Background: an optimization exercise with open tools, aiming at small area, a short achievable clock period and few clock cycles per item. Do not read the settings as production practice.
Function was checked by simulation only, so behaviour that the tests miss may differ from the original.

==> trial 31: inputs <==
// softmax
module softmax #(
    parameter N  = 8,
    parameter NS = 16,                
    parameter L  = 5                  
) (
    input  wire        clk,
    input  wire        rst_n,
    input  wire        in_valid,
    input  wire [31:0] in_data,
    output wire        in_ready,
    output wire        out_valid,
    output wire [31:0] out_data,
    output wire        out_last
);
    localparam EMPTY = 2'd0, MUL = 2'd1, LAST = 2'd2, DONE = 2'd3;
    function automatic [3:0] inc(input [3:0] v);
        inc = (v == NS - 1) ? 4'd0 : v + 4'd1;
    endfunction
    reg        x0_full, xa_full, x1_full;
    reg [31:0] x0;
    reg [10:0] xa_w;
    reg [3:0]  xa_lc;
    reg        xa_neg;
    reg [3:0]  x1_c1, x1_c2, x1_c3;
    reg [10:0] x1_w;
    reg [3:0]  x1_lc;
    reg        x1_neg;
    reg [3:0]  ei;                    
    wire [10:0] w0, w1, w2, w3;
    wire [3:0]  lc0, lc1, lc2, lc3, c1, c2, c3;
  ...
clock: 16.0 ns
lec_check: 0
cap_margin: 20
core_margin: 2
core_utilization: 40
slew_margin: 20
standard.sh (not shown) runs the stock make flow with config.mk's settings and CLKGATE_MAP_FILE= SYNTH_SCRIPT=/design/flow/synth_recipe.tcl, a recipe that flattens the netlist after the stock synthesis.
==> flow/flow/run.sh <==
#!/bin/bash
# The standard layout (standard.sh), with ORFS's repair_timing asked for a
# larger setup margin so that it also works on paths that already meet the
# clock period. The SDC (clock period and I/O delays) is the design's.
set -e
export SETUP_SLACK_MARGIN=${MARGIN:-11.3}
bash standard.sh > standard.log 2>&1
==> trial 58 (differences from trial 31) <==
--- a/flow/design.v
+++ b/flow/design.v
@@ -1422,19 +1422,18 @@
     wire g_x   = x1_ok && !x1_big && !full[ei] && !g_p;
     wire       wsel = g_p || g_x;
     wire [3:0] widx = g_p ? id2 : ei;
     wire fr1   = (st2 == EMPTY) || g_p;
     wire ld    = x1_ok && x1_big && fr1;
     wire x1_go = ld || g_x;
     wire xa_go = xa_full && (!x1_full || x1_go);
     wire x0_go = x0_full && (!xa_full || xa_go);
-    reg  nrdy;
-    reg  rdy_o;
-    assign in_ready = rdy_o;
+    reg  nrdy;                        
+    assign in_ready = !nrdy;
     wire take  = in_valid && !nrdy;
     wire        sa_go = se_v && !sb && !pending;
     wire        fetch = nf[sp] && (!se_v || sa_go);
     wire [30:0] s_cur;
     add_norm u_sn (.z(acc_z), .ec(acc_e), .lz(acc_lz), .nlz(acc_nlz), .s(s_cur));
     wire [23:0] sx_nx, sy_nx;
     wire [7:0]  sec_nx;
     add_pos_a u_sa (.a(se), .b(s_cur), .x(sx_nx), .y(sy_nx), .ec(sec_nx));
@@ -1526,17 +1525,16 @@
             end else if (dv_go) begin
                 rd_cnt <= rd_cnt + 4'd1;
                 rp     <= inc(rp);
                 lane   <= {lane[L-2:0], lane[L-1]};
             end
         end
     end
     always @(posedge clk) begin
-        rdy_o <= !((take || (x0_full && !x0_go)) && (x0_go || (xa_full && !xa_go)));
         if (take)
             x0 <= in_data;
         if (x0_go) begin
             xa_w   <= w0;
             xa_lc  <= lc0;
             xa_neg <= neg0;
         end
         if (xa_go) begin
==> flow/flow/run.sh (replaced) <==
#!/bin/bash
# The standard layout (standard.sh), with ORFS's repair_timing asked for a
# larger setup margin so that it also works on paths that already meet the
# clock period. The SDC (clock period and I/O delays) is the design's.
set -e
export SETUP_SLACK_MARGIN=${MARGIN:-11.5}
bash standard.sh > standard.log 2>&1
==> build 71 (differences from trial 31) <==
--- a/flow/design.v
+++ b/flow/design.v
@@ -16,38 +16,38 @@
     wire [23:0] mas = ma >> dba;
     assign x  = gt ? ma : mas;
     assign y  = gt ? mbs : mb;
     assign ec = gt ? ea : eb;
 endmodule
 module add_pos_b (
     input  wire [23:0] x,
     input  wire [23:0] y,
+    input  wire [7:0]  ec,
     output wire [23:0] z,
     output reg  [4:0]  lz,            
-    output wire [7:0]  nlz            
+    output wire [7:0]  en             
 );
-    assign z   = x + y;
-    assign nlz = 8'd0 - {3'd0, lz};
+    assign z  = x + y;
+    assign en = ec - {3'd0, lz};
     integer i;
     always @(*) begin
         lz = 5'd24;
         for (i = 0; i < 24; i = i + 1)
             if (z[i]) lz = 5'd23 - i[4:0];
     end
 endmodule
 module add_norm (
     input  wire [23:0] z,
-    input  wire [7:0]  ec,
+    input  wire [7:0]  en,
     input  wire [4:0]  lz,
-    input  wire [7:0]  nlz,           
     output wire [30:0] s
 );
     wire [23:0] zn = z << lz;
-    assign s = {ec + nlz, zn[22:0]};
+    assign s = {en, zn[22:0]};
 endmodule
 module exp_booth (
     input  wire [3:0]  c,
     output wire [11:0] neg,
     output wire [11:0] one,
     output wire [11:0] two,
     output wire [7:0]  e
 );
@@ -1384,19 +1384,18 @@
     reg [30:0] wq;
     reg [3:0]  sp;                    
     reg        se_v;                  
     reg [30:0] se;
     reg        sb;                    
     reg [23:0] sx, sy;
     reg [7:0]  sec;
     reg [23:0] acc_z;                 
-    reg [7:0]  acc_e;
-    reg [4:0]  acc_lz;                
-    reg [7:0]  acc_nlz;               
+    reg [7:0]  acc_e;                 
+    reg [4:0]  acc_lz;
     reg [2:0]  scnt;                  
     reg        pending;               
     reg [30:0] s_div;                 
     reg [3:0]  rp;                    
     reg [3:0]  rd_cnt;                
     reg [L-1:0] lane;                 
     wire [3:0]  pc, plc;
     wire [10:0] pw;
@@ -1422,31 +1421,30 @@
     wire g_x   = x1_ok && !x1_big && !full[ei] && !g_p;
     wire       wsel = g_p || g_x;
     wire [3:0] widx = g_p ? id2 : ei;
     wire fr1   = (st2 == EMPTY) || g_p;
     wire ld    = x1_ok && x1_big && fr1;
     wire x1_go = ld || g_x;
     wire xa_go = xa_full && (!x1_full || x1_go);
     wire x0_go = x0_full && (!xa_full || xa_go);
-    reg  nrdy;
-    reg  rdy_o;
-    assign in_ready = rdy_o;
+    reg  nrdy;                        
+    assign in_ready = !nrdy;
     wire take  = in_valid && !nrdy;
     wire        sa_go = se_v && !sb && !pending;
     wire        fetch = nf[sp] && (!se_v || sa_go);
     wire [30:0] s_cur;
-    add_norm u_sn (.z(acc_z), .ec(acc_e), .lz(acc_lz), .nlz(acc_nlz), .s(s_cur));
+    add_norm u_sn (.z(acc_z), .en(acc_e), .lz(acc_lz), .s(s_cur));
     wire [23:0] sx_nx, sy_nx;
     wire [7:0]  sec_nx;
     add_pos_a u_sa (.a(se), .b(s_cur), .x(sx_nx), .y(sy_nx), .ec(sec_nx));
     wire [23:0] sz_nx;
     wire [4:0]  slz_nx;
-    wire [7:0]  snlz_nx;
-    add_pos_b u_sb (.x(sx), .y(sy), .z(sz_nx), .lz(slz_nx), .nlz(snlz_nx));
+    wire [7:0]  sen_nx;
+    add_pos_b u_sb (.x(sx), .y(sy), .ec(sec), .z(sz_nx), .lz(slz_nx), .en(sen_nx));
     wire [L-1:0] dv_ready;
     wire        dv_go   = !rd_cnt[3] && |(dv_ready & lane);
     wire        handoff = pending && rd_cnt[3];
     wire [30:0] a_rd = ebuf[rp];
     wire [30:0] dv_out;
     fp_div_r4 #(.L(L)) u_div (
         .clk(clk), .rst_n(rst_n),
         .start(dv_go ? lane : {L{1'b0}}),
@@ -1480,17 +1478,16 @@
             scnt    <= 3'd0;
             pending <= 1'b0;
             rp      <= 4'd0;
             rd_cnt  <= 4'd8;
             lane    <= {{(L-1){1'b0}}, 1'b1};
             acc_z   <= 24'h800000;
             acc_e   <= 8'd0;
             acc_lz  <= 5'd0;
-            acc_nlz <= 8'd0;
         end else begin
             x0_full <= take || (x0_full && !x0_go);
             xa_full <= x0_go || (xa_full && !xa_go);
             nrdy    <= (take || (x0_full && !x0_go)) && (x0_go || (xa_full && !xa_go));
             x1_full <= xa_go || (x1_full && !x1_go);
             if (x1_go) ei <= inc(ei);
             st2 <= (st1 == MUL) ? ((pc == 4'd0) ? LAST : MUL) : st1;
             st1 <= (st2 == MUL) ? MUL : (fin2 && !g_p) ? DONE : ld ? MUL : EMPTY;
@@ -1504,39 +1501,36 @@
             if (fetch) begin
                 sp   <= inc(sp);
                 se_v <= 1'b1;
             end else if (sa_go) begin
                 se_v <= 1'b0;
             end
             sb <= sa_go;
             if (sb) begin
-                acc_z   <= sz_nx;
-                acc_e   <= sec;
-                acc_lz  <= slz_nx;
-                acc_nlz <= snlz_nx;
+                acc_z  <= sz_nx;
+                acc_e  <= sen_nx;
+                acc_lz <= slz_nx;
                 scnt   <= scnt + 3'd1;
                 if (scnt == N - 1) pending <= 1'b1;
             end
             if (handoff) begin
                 pending <= 1'b0;
                 rd_cnt  <= 4'd0;
                 acc_z   <= 24'h800000;
                 acc_e   <= 8'd0;
                 acc_lz  <= 5'd0;
-                acc_nlz <= 8'd0;
             end else if (dv_go) begin
                 rd_cnt <= rd_cnt + 4'd1;
                 rp     <= inc(rp);
                 lane   <= {lane[L-2:0], lane[L-1]};
             end
         end
     end
     always @(posedge clk) begin
-        rdy_o <= !((take || (x0_full && !x0_go)) && (x0_go || (xa_full && !xa_go)));
         if (take)
             x0 <= in_data;
         if (x0_go) begin
             xa_w   <= w0;
             xa_lc  <= lc0;
             xa_neg <= neg0;
         end
         if (xa_go) begin
==> flow/flow/run.sh (replaced) <==
#!/bin/bash
# The standard layout (standard.sh), with ORFS's repair_timing asked for a
# larger setup margin so that it also works on paths that already meet the
# clock period. The SDC (clock period and I/O delays) is the design's.
set -e
export SETUP_SLACK_MARGIN=${MARGIN:-11.5}
bash standard.sh > standard.log 2>&1
==> comparison table <==
| item | build 71 | trial 31 | trial 58 |
|---|---|---|---|
| Status | timing/DRC/antenna clean | timing/DRC/antenna clean | timing/DRC/antenna clean |
| Met3 Track Usage GR | 3.90% | 4.41% | 4.31% |
| Sequential cell count | 1775 | 1781 | 1780 |
| Critical path data arrival time | 5.48 ns | 1.51 ns | 1.51 ns |
| Worst R2R Path Depth | 20 | 24 | 12 |
| Number of instances in the synthesized netlist | 11094 | 11312 | 11394 |
| Area taken by flip-flops and latches | 45300 sq um | 45400 sq um | 45400 sq um |
| Share of cell area taken by muxes after synthesis | 9.37% | 9.26% | 9.21% |
| Start point of the critical path | sy[1] | u_div.out_valid | u_div.out_valid |
| Adder-cell area share of the yosys netlist | 11.3% | 11.2% | 11.2% |
| Tmin final | 4.73 ns | 4.71 ns | 4.71 ns |
| Mean instance size in the synthesized netlist | 10.2 sq um | 10.1 sq um | 10.1 sq um |
| Highest net fanout along the worst path | 3 | 1 | 1 |
Testbench counts of trial 31, summed over its fixed seeds: cycles 4,123, vectors 192.
Testbench counts of trial 58, summed over its fixed seeds: cycles 4,123, vectors 192.
Testbench counts of build 71, summed over its fixed seeds: cycles 4,123, vectors 192.

==> afterwards: timing with drivers on the ports <==
In the flow no input, the clock included, has a driving cell. The finished layouts below were timed again as built, in two steps.
Step 1 assumes that a clkbuf_16 drives the clock port and a buf_2 every other input.
Step 2 moves the port delays by t, midway between the first and last clock arrival at a register: inputs arrive t later, outputs are due t later. That takes back most of the time a late clock gives input paths.
Slacks: no drivers / after step 1 / after step 2; pairs: no drivers / after step 1.
run | shift t [ns] | setup WS [ns] | worst hold slack (ns) | worst setup path at the end
trial 31 | 0.981 | 11.286 / 11.181 / 11.186 | 0.325 / 0.325 / 0.325 | input to register
trial 58 | 0.978 | 11.289 / 11.192 / 11.174 | 0.323 / 0.323 / 0.323 | input to register
build 71 | 0.962 | 11.266 / 11.209 / 11.266 | 0.323 / 0.323 / 0.323 | register to register
After both steps every run listed still meets setup and hold. For trial 58, which loses most, drivers alone change the setup slack by -0.097 ns; drivers and shift together by -0.115 ns.
